Source: an optimization exercise on an open RTL-to-GDS flow (aim: small area, a short achievable clock period and few clock cycles). Production flows keep margins and buffers that such runs may drop.
In this exercise RTL edits were held to simulation tests only and were not proved equivalent to the original.
Power is estimated from default activity; no workload was simulated.

## huffman
module huffman(clk, reset, sram_a, sram_d, sram_wen, sram_q, finish);
input            clk;
input            reset;
output     [9:0] sram_a;
output     [7:0] sram_d;
output reg       sram_wen;
input      [7:0] sram_q;
output reg       finish;
localparam RD = 2'd0, LF = 2'd1, MG = 2'd2, WR = 2'd3;
reg [7:0] a;           
reg [6:0] X;           
reg [1:0] ph;
reg [2:0] k;           
reg       hm;          
reg       v;           
reg [6:0] cnt [0:5];
reg [2:0] rk  [0:5];
reg [5:0] Q   [0:5];
assign sram_a = {2'b00, a};
assign sram_d = {1'b0, X};
integer s, j;
function ge3(input [2:0] x, input integer c);
    begin
        case (c)
        0: ge3 = 1'b1;
        1: ge3 = |x;
        2: ge3 = x[2] | x[1];
        3: ge3 = x[2] | (x[1] & x[0]);
        4: ge3 = x[2];
        5: ge3 = x[2] & (x[1] | x[0]);
        6: ge3 = x[2] & x[1];
        7: ge3 = &x;
        default: ge3 = 1'b0;
        endcase
    end
endfunction
function lt7(input [6:0] x, input [6:0] y);
    reg [6:0] l, g;
    reg l10, g10, l32, g32, l54, g54, l30, g30, l64, g64;
    begin
        l = ~x & y;
        g = x & ~y;
        l10 = l[1] | (~g[1] & l[0]);  g10 = g[1] | (~l[1] & g[0]);
        l32 = l[3] | (~g[3] & l[2]);  g32 = g[3] | (~l[3] & g[2]);
        l54 = l[5] | (~g[5] & l[4]);  g54 = g[5] | (~l[5] & g[4]);
        l30 = l32 | (~g32 & l10);     g30 = g32 | (~l32 & g10);
        l64 = l[6] | (~g[6] & l54);   g64 = g[6] | (~l[6] & g54);
        lt7 = l64 | (~g64 & l30);
    end
endfunction
reg [6:0] n_cnt [0:5];
reg [5:0] lt;
reg [5:0] tl, tm;
reg [2:0] Kl, Km;
reg [6:0] selA, selB, selL;
reg [5:0] selQ, W;
reg [4:0] Mo, Ho;
reg [6:0] nX;
wire      S2 = ph == MG && hm;
always @(*) begin
    for (s = 0; s < 6; s = s + 1) begin
  ...
Settings: LEC_CHECK=0, CAP_MARGIN=20, CORE_MARGIN=2, CORE_UTILIZATION=30, SETUP_SLACK_MARGIN=3.5, SLEW_MARGIN=20; clock period 7.0 ns.
run.sh (not shown) runs the stock make flow with config.mk's settings and CLKGATE_MAP_FILE= SYNTH_SCRIPT=/design/flow/synth_recipe.tcl, a recipe that flattens the netlist after the stock synthesis.
Testbench counts at the start, summed over its fixed seeds: cycles 8,192.
Change:
==> flow/flow/run.sh (new file) <==
#!/bin/bash
# Own layout flow: the standard synthesis, then the combinational logic
# re-mapped by ABC with its default (area-recovering) script, keeping every
# register instance of the standard synthesis as it is; then the standard
# layout from floorplan to finish on the re-mapped netlist.
set -euo pipefail
W=$(pwd)
YOSYS=${FLOW_HOME}/../tools/install/yosys/bin/yosys
R=$W/orfs/results/${FLOW_PLATFORM}/huffman/base

bash standard.sh synth > $W/flow_synth.log 2>&1
cp $R/1_2_yosys.v $W/std_synth.v
cd $W
$YOSYS -s $W/flow/remap.ys > $W/flow_remap.log 2>&1
cp $W/remapped.v $R/1_2_yosys.v
rm -f $R/1_synth.odb
bash standard.sh finish > $W/flow_finish.log 2>&1
==> flow/flow/remap.ys (new file) <==
read_liberty -ignore_miss_func /OpenROAD-flow-scripts/flow/platforms/sky130hd/lib/sky130_fd_sc_hd__tt_025C_1v80.lib
read_verilog std_synth.v
hierarchy -top huffman
setattr -mod -set keep_hierarchy 1 sky130_fd_sc_hd__df* sky130_fd_sc_hd__edf* sky130_fd_sc_hd__conb_1
flatten
opt_clean
abc -liberty /OpenROAD-flow-scripts/flow/platforms/sky130hd/lib/sky130_fd_sc_hd__tt_025C_1v80.lib -dont_use *lpflow* -dont_use *probe*
opt_clean -purge
setundef -zero
hilomap -singleton -hicell sky130_fd_sc_hd__conb_1 HI -locell sky130_fd_sc_hd__conb_1 LO
splitnets
insbuf -buf sky130_fd_sc_hd__buf_4 A X
opt_clean -purge
select huffman
stat -liberty /OpenROAD-flow-scripts/flow/platforms/sky130hd/lib/sky130_fd_sc_hd__tt_025C_1v80.lib
write_verilog -noattr -selected remapped.v
==> flow/standard.sh (new file) <==
#!/bin/bash
# synth_recipe.tcl (not shown) runs the flow's synth.tcl, then flattens the netlist and writes it again
# the make line also repeats each setting of config.mk as NAME=value (left out here)
make -C /OpenROAD-flow-scripts/flow DESIGN_CONFIG=/design/flow/config.mk WORK_HOME=/design/flow/orfs CLKGATE_MAP_FILE= SYNTH_SCRIPT=/design/flow/synth_recipe.tcl "${@:-finish}"
Settings changed: SETUP_SLACK_MARGIN 3.5 to default.
removed: flow/run.sh
Area after synthesis went down by about a fifth.
Register-to-register slack gets worse by 1.1 ns.
Design area went down by about a fifth.
Via count went down by roughly a tenth.
Die area went down by about a fifth.
Count of clock-buffer cells in the layout went up by 3.
Change:
==> flow/run.sh (new file) <==
#!/bin/bash
# synth_recipe.tcl (not shown) runs the flow's synth.tcl, then flattens the netlist and writes it again
# the make line also repeats each setting of config.mk as NAME=value (left out here)
make -C /OpenROAD-flow-scripts/flow DESIGN_CONFIG=/design/flow/config.mk WORK_HOME=/design/flow/orfs CLKGATE_MAP_FILE= SYNTH_SCRIPT=/design/flow/synth_recipe.tcl finish
Settings changed: SETUP_SLACK_MARGIN from default to 4.0.
removed: flow/flow/run.sh
removed: flow/flow/remap.ys
removed: flow/standard.sh
=>
- non-clock buffer count came out higher by 80
- final area came out higher by about 27%
- worst hold slack improved by 0.0041 ns
- wire length came out higher by about 20%
- combinational power came out lower by 41%
- worst setup slack improved by 1.4 ns
- global-route usage came out lower by 1.6 points
- sequential power came out lower by about 15%
- power came out lower by about 17%
Change:
==> flow/flow/run.sh (new file) <==
#!/bin/bash
# Own layout flow: the standard synthesis, then the combinational logic
# re-mapped by ABC with its default (area-recovering) script, keeping every
# register instance of the standard synthesis as it is; then the standard
# layout from floorplan to finish on the re-mapped netlist.
set -euo pipefail
W=$(pwd)
YOSYS=${FLOW_HOME}/../tools/install/yosys/bin/yosys
R=$W/orfs/results/${FLOW_PLATFORM}/huffman/base

bash standard.sh synth > $W/flow_synth.log 2>&1
cp $R/1_2_yosys.v $W/std_synth.v
cd $W
$YOSYS -s $W/flow/remap.ys > $W/flow_remap.log 2>&1
cp $W/remapped.v $R/1_2_yosys.v
rm -f $R/1_synth.odb
bash standard.sh finish > $W/flow_finish.log 2>&1
==> flow/flow/remap.ys (new file) <==
read_liberty -ignore_miss_func /OpenROAD-flow-scripts/flow/platforms/sky130hd/lib/sky130_fd_sc_hd__tt_025C_1v80.lib
read_verilog std_synth.v
hierarchy -top huffman
setattr -mod -set keep_hierarchy 1 sky130_fd_sc_hd__df* sky130_fd_sc_hd__edf* sky130_fd_sc_hd__conb_1
flatten
opt_clean
abc -liberty /OpenROAD-flow-scripts/flow/platforms/sky130hd/lib/sky130_fd_sc_hd__tt_025C_1v80.lib -dont_use *lpflow* -dont_use *probe*
opt_clean -purge
setundef -zero
hilomap -singleton -hicell sky130_fd_sc_hd__conb_1 HI -locell sky130_fd_sc_hd__conb_1 LO
splitnets
insbuf -buf sky130_fd_sc_hd__buf_4 A X
opt_clean -purge
select huffman
stat -liberty /OpenROAD-flow-scripts/flow/platforms/sky130hd/lib/sky130_fd_sc_hd__tt_025C_1v80.lib
write_verilog -noattr -selected remapped.v
==> flow/standard.sh (new file) <==
#!/bin/bash
# synth_recipe.tcl (not shown) runs the flow's synth.tcl, then flattens the netlist and writes it again
# the make line also repeats each setting of config.mk as NAME=value (left out here)
make -C /OpenROAD-flow-scripts/flow DESIGN_CONFIG=/design/flow/config.mk WORK_HOME=/design/flow/orfs CLKGATE_MAP_FILE= SYNTH_SCRIPT=/design/flow/synth_recipe.tcl "${@:-finish}"
removed: flow/run.sh
Result:
- via count goes down by 10%
- final cell count goes down by 11%
- count of clock-buffer cells in the layout goes up by 2
- hold slack degrades by 0.0056 ns
- combinational power goes up to 2.5 times its value
- setup slack improves by 0.12 ns
- routed wire length goes down by about 10%
- cell area goes down by 12%
- critical path depth goes down by 1
- first-iteration DRC count goes up by about 7%
- clock power goes down by about 4.3%

[port drivers added, routing unchanged]
Ports are ideal in the flow. The routed layouts listed here were re-timed in OpenROAD.
Step 1: set_driving_cell puts a clkbuf_16 on clk and a buf_2 on each other input, an assumption about the parent block.
Step 2, shift: input delay + t, output delay - t, t = (earliest + latest rising clock arrival at the registers) / 2. This alone moves slack from input paths to output paths.
a / b / c = ideal / step 1 / step 2; a / b = the first two.
| run | t (ns) | slack for setup (ns) | worst data-port slew with drivers (ns) |
|---|---|---|---|
| the first run | 0.471 | 3.543 / 3.543 / 3.278 | 0.04 |
| the second run | 0.482 | 2.479 / 2.479 / 2.479 | 0.03 |
| the third run | 0.474 | 3.885 / 3.885 / 3.660 | 0.04 |
| the fourth run | 0.475 | 4.001 / 4.001 / 3.686 | 0.03 |
After both steps setup and hold are still met in every run listed. The setup slack of the fourth run, which loses most, moves by 0.000 ns with the drivers and by -0.315 ns with both steps.
